Background: an optimization exercise with open tools, aiming at small area, a short achievable clock period and few clock cycles per item. Do not read the settings as production practice.
RTL that was checked went through simulation tests only; none was proved equivalent to the original.
No activity file was given, so power comes from the tool's default toggle rates.

Setup of job 6299:
// div
module div(
    input [0:0]         clk,
    input [0:0]         rstn,
    input flush_by_writeback,
    input [0:0]         div_en_in,
    input [0:0]         div_op,
    input [0:0]         div_sign,
    input [ 31:0 ]      div_sr0,
    input [ 31:0 ]      div_sr1,
    input [ 4:0 ]       div_addr_in,
    input [31:0]        div_pc_in,
    input [31:0]        div_inst_in,
    output reg [0:0]    div_en_out,
    output reg [0:0]    stall_by_div,
    output [ 31:0 ]     div_result,
    output [ 4:0 ]      div_addr_out,
    output [31:0]       div_pc_out,
    output [31:0]       div_inst_out
);
Size in the first run: ~1500 cells after synthesis, about 190 flip-flops, about 240 I/O pins.
clock: 6.0 ns
lec_check: 0
cap_margin: 20
core_margin: 2
core_utilization: 40
cts_buf_list: sky130_fd_sc_hd__clkbuf_4 sky130_fd_sc_hd__clkbuf_8
place_density: 0.6
setup_slack_margin: 2
slew_margin: 20
run.sh (not shown) runs the stock make flow with config.mk's settings and CLKGATE_MAP_FILE= SYNTH_SCRIPT=/design/flow/synth_recipe.tcl, a recipe that flattens the netlist after the stock synthesis.
Job 6299 went all the way through synthesis, placement and routing and the layout is clean on timing, DRC and antenna.
For job 6102, these inputs were changed with respect to job 6299:
- CTS_BUF_LIST no longer set, was sky130_fd_sc_hd__clkbuf_4 sky130_fd_sc_hd__clkbuf_8
--- outcome ---
Job 6299: flow completed, timing, DRC and antenna clean
Job 6102 completed end to end with timing, DRC and antenna clean.
Comparing the two runs side by side, job 6102 comes out behind job 6299 on total length of routed wires.
Compared with job 6299, in job 6102 utilization up 0.60 points; post-route minimum period down 0.0051 ns; share of power burned in the clock network up 4.7 points; global-route wire length before repair up 520 µm; fraction of met1 tracks used by global routing up 0.31 points.
The run showing the greater total power consumption of the routed design is job 6102.
Relative to job 6299, post-route standard cell area excluding fillers has gone up in job 6102.
| total met3 wirelength after detailed routing | job 6102 vs job 6299 | about 3% lower |
No functional check of the RTL was part of any run of this note.

div, a different RTL version from the one above (not shown whole).
Size: roughly 1,400 cells after synthesis, roughly 240 I/O pins, ~14,000 µm² of cells after synthesis.
Settings: LEC_CHECK=0, CAP_MARGIN=20, CORE_MARGIN=2, CORE_UTILIZATION=40, PLACE_DENSITY=0.6, SETUP_SLACK_MARGIN=0, SLEW_MARGIN=20; clock period 6.0 ns.
The baseline ran to the end with no violations.
Testbench counts at the start, summed over its fixed seeds: cycles 131,977, items 12,000.
Rerun with:
SETUP_SLACK_MARGIN = 3   (was 0)
The new run ran to the end with no violations. Non-clock buffer count is higher by 185. Power is higher by about a fifth. Via count is higher by roughly a tenth. Combinational power is higher by well over a third. Register-to-register slack is better by 0.65 ns. Hold slack is better by 0.015 ns. Flip-flop and latch count stays the same. Count of clock-buffer cells in the layout is higher by 1.
Rerun with:
SETUP_SLACK_MARGIN = 4   (was 3)
- power is higher by 3.5%
- flip-flop and latch count stays the same
- setup slack gets worse by 0.030 ns
- sequential power barely changes
- via count is higher by 3.3%

div, a different RTL version from the one above (not shown whole).
For scale: ~0.017 mm2 of cells after synthesis.
clock: 6.0 ns
lec_check: 0
cap_margin: 5
core_margin: 2
core_utilization: 40
gpl_routability_driven: 0
place_density: 0.6
setup_slack_margin: 2
slew_margin: 5
The first run passed the timing, DRC and antenna checks.
Testbench counts at the start, summed over its fixed seeds: cycles 83,215, items 12,000.
==> next run, changes <==
Settings changed: GPL_ROUTABILITY_DRIVEN 0 to default.
Power increases by 0.47%.
Cell area hardly moves.
Count of clock-buffer cells in the layout went down by 1.
==> next run, changes <==
Settings changed: CAP_MARGIN 5 to 20, SETUP_SLACK_MARGIN 2 to 2.2, SLEW_MARGIN 5 to 20.
Result: Flip-flop and latch count does not change. Register-to-register slack gets better by 0.11 ns. Wire length rises slightly.
==> next run, changes <==
Settings changed: CTS_CLUSTER_DIAMETER from default to 150, CTS_CLUSTER_SIZE from default to 50, SETUP_SLACK_MARGIN 2.2 to 2.
Effect: Combinational power came out lower by about 12%; worst setup slack gets worse by 0.11 ns; via count falls by 1.7%; sequential share of layout area goes up by 0.94 points; register-to-register slack got worse by 0.099 ns; flip-flop and latch count does not change; non-clock buffer count goes down by 58.
==> next run, changes <==
Settings changed: CTS_CLUSTER_DIAMETER 150 to default, CTS_CLUSTER_SIZE 50 to default.
Power stays the same; routed wire length is unchanged; cell count does not change; worst setup slack is unchanged; global-route usage stays the same; clock power hardly moves; sequential share of layout area is unchanged; clock skew does not change; fmax does not change; worst hold slack does not change.

## try-maple
div again, from the RTL that the note above started with.
==> flow/design.v (excerpt) <==
module div(
    input [0:0]         clk,
    input [0:0]         rstn,
    input flush_by_writeback,
    input [0:0]         div_en_in,
    input [0:0]         div_op,
    input [0:0]         div_sign,
    input [ 31:0 ]      div_sr0,
    input [ 31:0 ]      div_sr1,
    input [ 4:0 ]       div_addr_in,
    input [31:0]        div_pc_in,
    input [31:0]        div_inst_in,
    output reg [0:0]    div_en_out,
    output reg [0:0]    stall_by_div,
    output [ 31:0 ]     div_result,
    output [ 4:0 ]      div_addr_out,
    output [31:0]       div_pc_out,
    output [31:0]       div_inst_out
);
clock: 6.0 ns
lec_check: 0
cap_margin: 5
core_margin: 2
core_utilization: 40
place_density: 0.6
setup_slack_margin: 2.1
slew_margin: 5
tns_end_percent: 5
try-maple did not stop at any stage, and its layout met the timing, DRC and antenna checks.
Testbench counts of try-maple, summed over its fixed seeds: cycles 83,215, items 12,000.
Setup changes, try-maple to try-sierra
# try-maple
export LEC_CHECK = 0
export CAP_MARGIN = 5
export CORE_MARGIN = 2
export CORE_UTILIZATION = 40
export PLACE_DENSITY = 0.6
export SETUP_SLACK_MARGIN = 2.1
export SLEW_MARGIN = 5
export TNS_END_PERCENT = 5
create_clock -name core_clock -period 6.0 [get_ports {clk}]
# try-sierra
export LEC_CHECK = 0
export CAP_MARGIN = 5
export CORE_MARGIN = 2
export CORE_UTILIZATION = 40
export PLACE_DENSITY = 0.6
export SETUP_SLACK_MARGIN = 2
export SLEW_MARGIN = 5
export TNS_END_PERCENT = 5
create_clock -name core_clock -period 6.0 [get_ports {clk}]
--- outcome ---
Every stage of the flow completed for try-maple, and the final layout passed the timing, DRC and antenna checks. try-sierra reached the final stage; the timing, DRC and antenna checks on its layout passed. Buffer count excluding the clock tree in the final layout ends up lower on try-sierra. Area: try-sierra vs try-maple -> try-sierra smaller. met3 track demand over resource was higher in try-sierra than in try-maple.
diff inputs: try-sierra => try-harbor
# try-sierra
export LEC_CHECK = 0
export CAP_MARGIN = 5
export CORE_MARGIN = 2
export CORE_UTILIZATION = 40
export PLACE_DENSITY = 0.6
export SETUP_SLACK_MARGIN = 2
export SLEW_MARGIN = 5
export TNS_END_PERCENT = 5
create_clock -name core_clock -period 6.0 [get_ports {clk}]
# try-harbor
export LEC_CHECK = 0
export CAP_MARGIN = 20
export CORE_MARGIN = 2
export CORE_UTILIZATION = 40
export PLACE_DENSITY = 0.6
export SETUP_SLACK_MARGIN = 2.4
export SLEW_MARGIN = 20
create_clock -name core_clock -period 6.0 [get_ports {clk}]
==> comparison <==
- try-sierra: no failed stages, no open violations at the end
- try-harbor did not stop at any stage, and its layout met the timing, DRC and antenna checks.
- try-harbor vs. try-sierra: global router's overall resource usage rose 0.97 points, instance area at placement about even, overall power after layout shows an increase of about 10%, design area went up.
- Reported for try-sierra and try-harbor, number of sinks handled by clock tree synthesis turned out identical to the last digit.
- try-harbor reports its worst setup path endpoint as rem[31]$_DFFE_PP_ while try-sierra reports rem[20]$_DFFE_PP_.
- Re ratio of final minimum period to clock period: try-sierra and try-harbor aren't equal, and the higher value belongs to try-sierra.
[inputs] try-onyx vs try-harbor
# try-harbor
export LEC_CHECK = 0
export CAP_MARGIN = 20
export CORE_MARGIN = 2
export CORE_UTILIZATION = 40
export PLACE_DENSITY = 0.6
export SETUP_SLACK_MARGIN = 2.4
export SLEW_MARGIN = 20
create_clock -name core_clock -period 6.0 [get_ports {clk}]
# try-onyx
export LEC_CHECK = 0
export CAP_MARGIN = 20
export CORE_MARGIN = 2
export CORE_UTILIZATION = 40
export PLACE_DENSITY = 0.6
export SETUP_SLACK_MARGIN = 2
export SLEW_MARGIN = 20
export SYNTH_HIERARCHICAL = 1
create_clock -name core_clock -period 6.0 [get_ports {clk}]
Findings:
Wire length essentially unchanged between try-harbor and try-onyx. Comparing number of tap cells added at floorplan for try-harbor and try-onyx, the bigger number came from try-onyx. Peak supply drop on try-onyx is down relative to try-harbor. Looking at utilization after layout, try-onyx sits 1.6 points below try-harbor. Average vias per placed instance: try-onyx vs try-harbor down 4.1%. try-harbor ended up with sky130_fd_sc_hd__or4b_4 as its cell with the largest stage delay on the worst path; try-onyx ended up with sky130_fd_sc_hd__dlygate4sd2_1. try-onyx against try-harbor; core region area is up by more than 10%. Compared with try-harbor, try-onyx is more frugal on power. Comparing relative contribution of combinational cells to total power for try-harbor and try-onyx, the smaller number came from try-onyx. Between try-onyx and try-harbor, it is try-onyx whose arrival time at the worst endpoint is higher, by 0.81 ns.
